This is an optimization exercise on Yosys and OpenROAD, whose aim is small area, a short achievable clock period and few clock cycles, not a production implementation.

Setup of rev 12:
==> flow/design.v <==
module axi_stream_insert_header #(
    parameter DATA_WD = 64,
    parameter DATA_BYTE_WD = DATA_WD / 8,
    parameter BYTE_CNT_WD = $clog2(DATA_BYTE_WD)
) (
    input                       clk             ,
    input                       rst_n           ,
    input                       valid_in        ,
    input [DATA_WD-1 : 0]       data_in         ,
    input [DATA_BYTE_WD-1 : 0]  keep_in         ,
    input                       last_in         ,
    output                      ready_in        ,
    output                      valid_out       ,
    output [DATA_WD-1 : 0]      data_out        ,
    output [DATA_BYTE_WD-1 : 0] keep_out        ,
    output                      last_out        ,
    input                       ready_out       ,
    input                       valid_insert    ,
    input [DATA_WD-1 : 0]       data_insert     ,
    input [DATA_BYTE_WD-1 : 0]  keep_insert     ,
    input [BYTE_CNT_WD : 0]     byte_insert_cnt ,
    output                      ready_insert
    );
    localparam NB = DATA_BYTE_WD;
    reg                 in_pkt ;  
    reg                 tail   ;  
    reg  [DATA_WD-1:0]  carry  ;  
    reg  [NB-1:0]       mask   ;  
    reg  [BYTE_CNT_WD-1:0] rot ;  
    reg  [NB-2:0]       tkeep  ;  
    function [DATA_WD-1:0] rotr;
        input [DATA_WD-1:0] d;
        input integer       n;
        rotr = (d >> (n * 8)) | (d << (DATA_WD - n * 8));
    endfunction
    function [NB-1:0] rotk;
        input [NB-1:0] k;
        input integer  n;
        rotk = (k >> n) | (k << (NB - n));
    endfunction
    wire [DATA_WD-1:0] lane_mask;
    genvar g;
    generate
        for (g = 0; g < NB; g = g + 1) begin : g_mask
            assign lane_mask[g*8 +: 8] = {8{mask[g]}};
        end
    endgenerate
    wire [DATA_WD-1:0] s0 = (carry & lane_mask) | (data_in & ~lane_mask);
    wire [DATA_WD-1:0] s1 = rot[0] ? rotr(s0, 1) : s0;
    wire [DATA_WD-1:0] s2 = rot[1] ? rotr(s1, 2) : s1;
    wire [DATA_WD-1:0] s3 = rot[2] ? rotr(s2, 4) : s2;
    wire [NB-1:0] k0 = keep_in | mask;
    wire [NB-1:0] k1 = rot[0] ? rotk(k0, 1) : k0;
    wire [NB-1:0] k2 = rot[1] ? rotk(k1, 2) : k1;
    wire [NB-1:0] k3 = rot[2] ? rotk(k2, 4) : k2;
    wire [NB-1:0] k0t = keep_in & mask;
    wire [NB-1:0] k1t = rot[0] ? rotk(k0t, 1) : k0t;
    wire [NB-1:0] k2t = rot[1] ? rotk(k1t, 2) : k1t;
    wire [NB-1:0] tail_keep = rot[2] ? rotk(k2t, 4) : k2t;
    wire fits = ~|(keep_in & mask);
    wire idle = !in_pkt && !tail;
    assign ready_in     = in_pkt && ready_out;
    assign valid_out    = tail || (in_pkt && valid_in);
    assign ready_insert = idle || (ready_out && (tail || (in_pkt && valid_in && last_in && fits)));
    assign data_out = s3;
    assign keep_out = tail ? {1'b1, tkeep} : (last_in ? k3 : {NB{1'b1}});
    assign last_out = tail || (last_in && fits);
    wire shake_insert = valid_insert && ready_insert;
    wire shake_in     = valid_in && ready_in;
    always @(posedge clk or negedge rst_n) begin
        if (!rst_n) begin
            in_pkt <= 1'b0;
            tail   <= 1'b0;
        end
        else begin
            if (shake_insert)
                in_pkt <= 1'b1;
            else if (shake_in && last_in)
                in_pkt <= 1'b0;
            if (shake_in && last_in && !fits)
                tail <= 1'b1;
            else if (ready_out)
                tail <= 1'b0;
        end
    end
    wire ld_hdr  = shake_insert;
    wire ld_in   = shake_in && !shake_insert;
    wire ld_hold = !shake_insert && !shake_in;
    always @(posedge clk)
        carry <= ({DATA_WD{ld_hdr}} & data_insert) | ({DATA_WD{ld_in}} & data_in) |
                 ({DATA_WD{ld_hold}} & carry);
    always @(posedge clk) begin
        if (shake_insert) begin
            mask <= ~({NB{1'b1}} << byte_insert_cnt);
            rot  <= byte_insert_cnt[BYTE_CNT_WD-1:0];
        end
        if (shake_in)
            tkeep <= tail_keep[NB-2:0];
    end
endmodule
export LEC_CHECK = 0
export CAP_MARGIN = 20
export CORE_MARGIN = 2
export CORE_UTILIZATION = 40
export PLACE_DENSITY = 0.6
export SLEW_MARGIN = 20
create_clock -name core_clock -period 5.0 [get_ports {clk}]
standard.sh (not shown) runs the stock make flow with config.mk's settings and CLKGATE_MAP_FILE= SYNTH_SCRIPT=/design/flow/synth_recipe.tcl, a recipe that flattens the netlist after the stock synthesis.
==> flow/flow/run.sh <==
#!/bin/bash
# The standard ORFS layout, with two changes:
# - synthesis maps the logic with an area-oriented ABC script (flow/area.abc);
#   registers, flattening and names are synth_recipe.tcl's, unchanged;
# - every port is buffered with the smallest buffer cell (the resizer may
#   still upsize it) instead of the default choice.
set -euo pipefail
W=$PWD
bash standard.sh \
  "SYNTH_SCRIPT=$W/flow/my_synth.tcl" \
  "MY_ABC_SCRIPT=$W/flow/area.abc" \
  "FLOW_SYNTH_TCL=$W/synth_recipe.tcl" \
  "BUFFER_PORTS_ARGS=-buffer_cell sky130_fd_sc_hd__buf_1" \
  finish > standard_flow.log 2>&1
==> flow/flow/area.abc <==
strash
dch
map -a
amap
topo
stime -c
==> flow/flow/my_synth.tcl <==
# The standard flow's synthesis script (synth_recipe.tcl), with ABC mapping the logic by
# the area-oriented script in MY_ABC_SCRIPT instead of ORFS's own script.
proc abc {args} {
  set i [lsearch -exact $args -script]
  if { $i >= 0 } { lset args [expr { $i + 1 }] $::env(MY_ABC_SCRIPT) }
  set i [lsearch -exact $args -D]
  if { $i >= 0 } { set args [lreplace $args $i [expr { $i + 1 }]] }
  puts "abc (own script): $args"
  yosys abc {*}$args
}
source $::env(FLOW_SYNTH_TCL)
diff inputs: rev 12 => rev 13
-- flow/design.v --
<<< rev 12, line 26
    reg                 tail   ;  
    reg  [DATA_WD-1:0]  carry  ;  
    reg  [NB-1:0]       mask   ;  
    reg  [BYTE_CNT_WD-1:0] rot ;  
    reg  [NB-2:0]       tkeep  ;  
    function [DATA_WD-1:0] rotr;
        input [DATA_WD-1:0] d;
>>> rev 13, line 26
    reg                 tail   ;  
    reg  [DATA_WD-1:0]  carry  ;  
    reg  [BYTE_CNT_WD:0] hcnt  ;  
    reg  [NB-1:0]       tkeep  ;  
    wire [NB-1:0] mask = ~({NB{1'b1}} << hcnt);
    wire [BYTE_CNT_WD-1:0] rot = hcnt[BYTE_CNT_WD-1:0];
    function [DATA_WD-1:0] rotr;
        input [DATA_WD-1:0] d;
<<< rev 12, line 54
    wire [NB-1:0] k2 = rot[1] ? rotk(k1, 2) : k1;
    wire [NB-1:0] k3 = rot[2] ? rotk(k2, 4) : k2;
    wire [NB-1:0] k0t = keep_in & mask;
    wire [NB-1:0] k1t = rot[0] ? rotk(k0t, 1) : k0t;
    wire [NB-1:0] k2t = rot[1] ? rotk(k1t, 2) : k1t;
    wire [NB-1:0] tail_keep = rot[2] ? rotk(k2t, 4) : k2t;
    wire fits = ~|(keep_in & mask);
    wire idle = !in_pkt && !tail;
>>> rev 13, line 55
    wire [NB-1:0] k2 = rot[1] ? rotk(k1, 2) : k1;
    wire [NB-1:0] k3 = rot[2] ? rotk(k2, 4) : k2;
    wire [NB-1:0] tail_keep = keep_in << (NB - hcnt);
    wire fits = ~|(keep_in & mask);
    wire idle = !in_pkt && !tail;
<<< rev 12, line 64
    assign ready_insert = idle || (ready_out && (tail || (in_pkt && valid_in && last_in && fits)));
    assign data_out = s3;
    assign keep_out = tail ? {1'b1, tkeep} : (last_in ? k3 : {NB{1'b1}});
    assign last_out = tail || (last_in && fits);
    wire shake_insert = valid_insert && ready_insert;
>>> rev 13, line 62
    assign ready_insert = idle || (ready_out && (tail || (in_pkt && valid_in && last_in && fits)));
    assign data_out = s3;
    assign keep_out = tail ? tkeep : (last_in ? k3 : {NB{1'b1}});
    assign last_out = tail || (last_in && fits);
    wire shake_insert = valid_insert && ready_insert;
<<< rev 12, line 91
                 ({DATA_WD{ld_hold}} & carry);
    always @(posedge clk) begin
        if (shake_insert) begin
            mask <= ~({NB{1'b1}} << byte_insert_cnt);
            rot  <= byte_insert_cnt[BYTE_CNT_WD-1:0];
        end
        if (shake_in)
            tkeep <= tail_keep[NB-2:0];
    end
endmodule
>>> rev 13, line 89
                 ({DATA_WD{ld_hold}} & carry);
    always @(posedge clk) begin
        if (shake_insert)
            hcnt <= byte_insert_cnt;
        if (shake_in)
            tkeep <= tail_keep;
    end
endmodule
Rev 13: done, clean on timing, DRC and antenna. In the final reports, the cell area of rev 13 is larger than that of rev 12. Rev 13 has global-route usage below what rev 12 had. In rev 13, layout inverter count without the clock tree is higher than in rev 12. Comparing worst-case setup margin in the final layout for rev 13 and rev 12, the smaller number came from rev 13. Across both runs, final instance count without filler cells was higher for rev 13 than for rev 12.
Function was not checked in any run of this note: the RTL went through the layout flow alone.

afterwards: timing with drivers on the ports:
The flow's constraints put no driver on any port. The routed layouts listed below were extracted and timed again, unchanged, in two steps. Step 1: set_driving_cell puts a clkbuf_16 on clk and a buf_2 on each other input, an assumption about the parent block. Step 2, shift: input delay + t, output delay - t, t = (earliest + latest rising clock arrival at the registers) / 2. This alone moves slack from input paths to output paths. Three values: no drivers, after step 1, after step 2; two values: the first two.
run | t, ns | slack for setup (ns) | worst setup path at the end | cell pins on the clock port's net
rev 12 | 0.384 | 0.924 / 0.884 / 1.048 | register to register | 1
rev 13 | 0.387 | 0.453 / 0.453 / 0.453 | register to register | 1
After both steps every run listed still meets setup and hold.
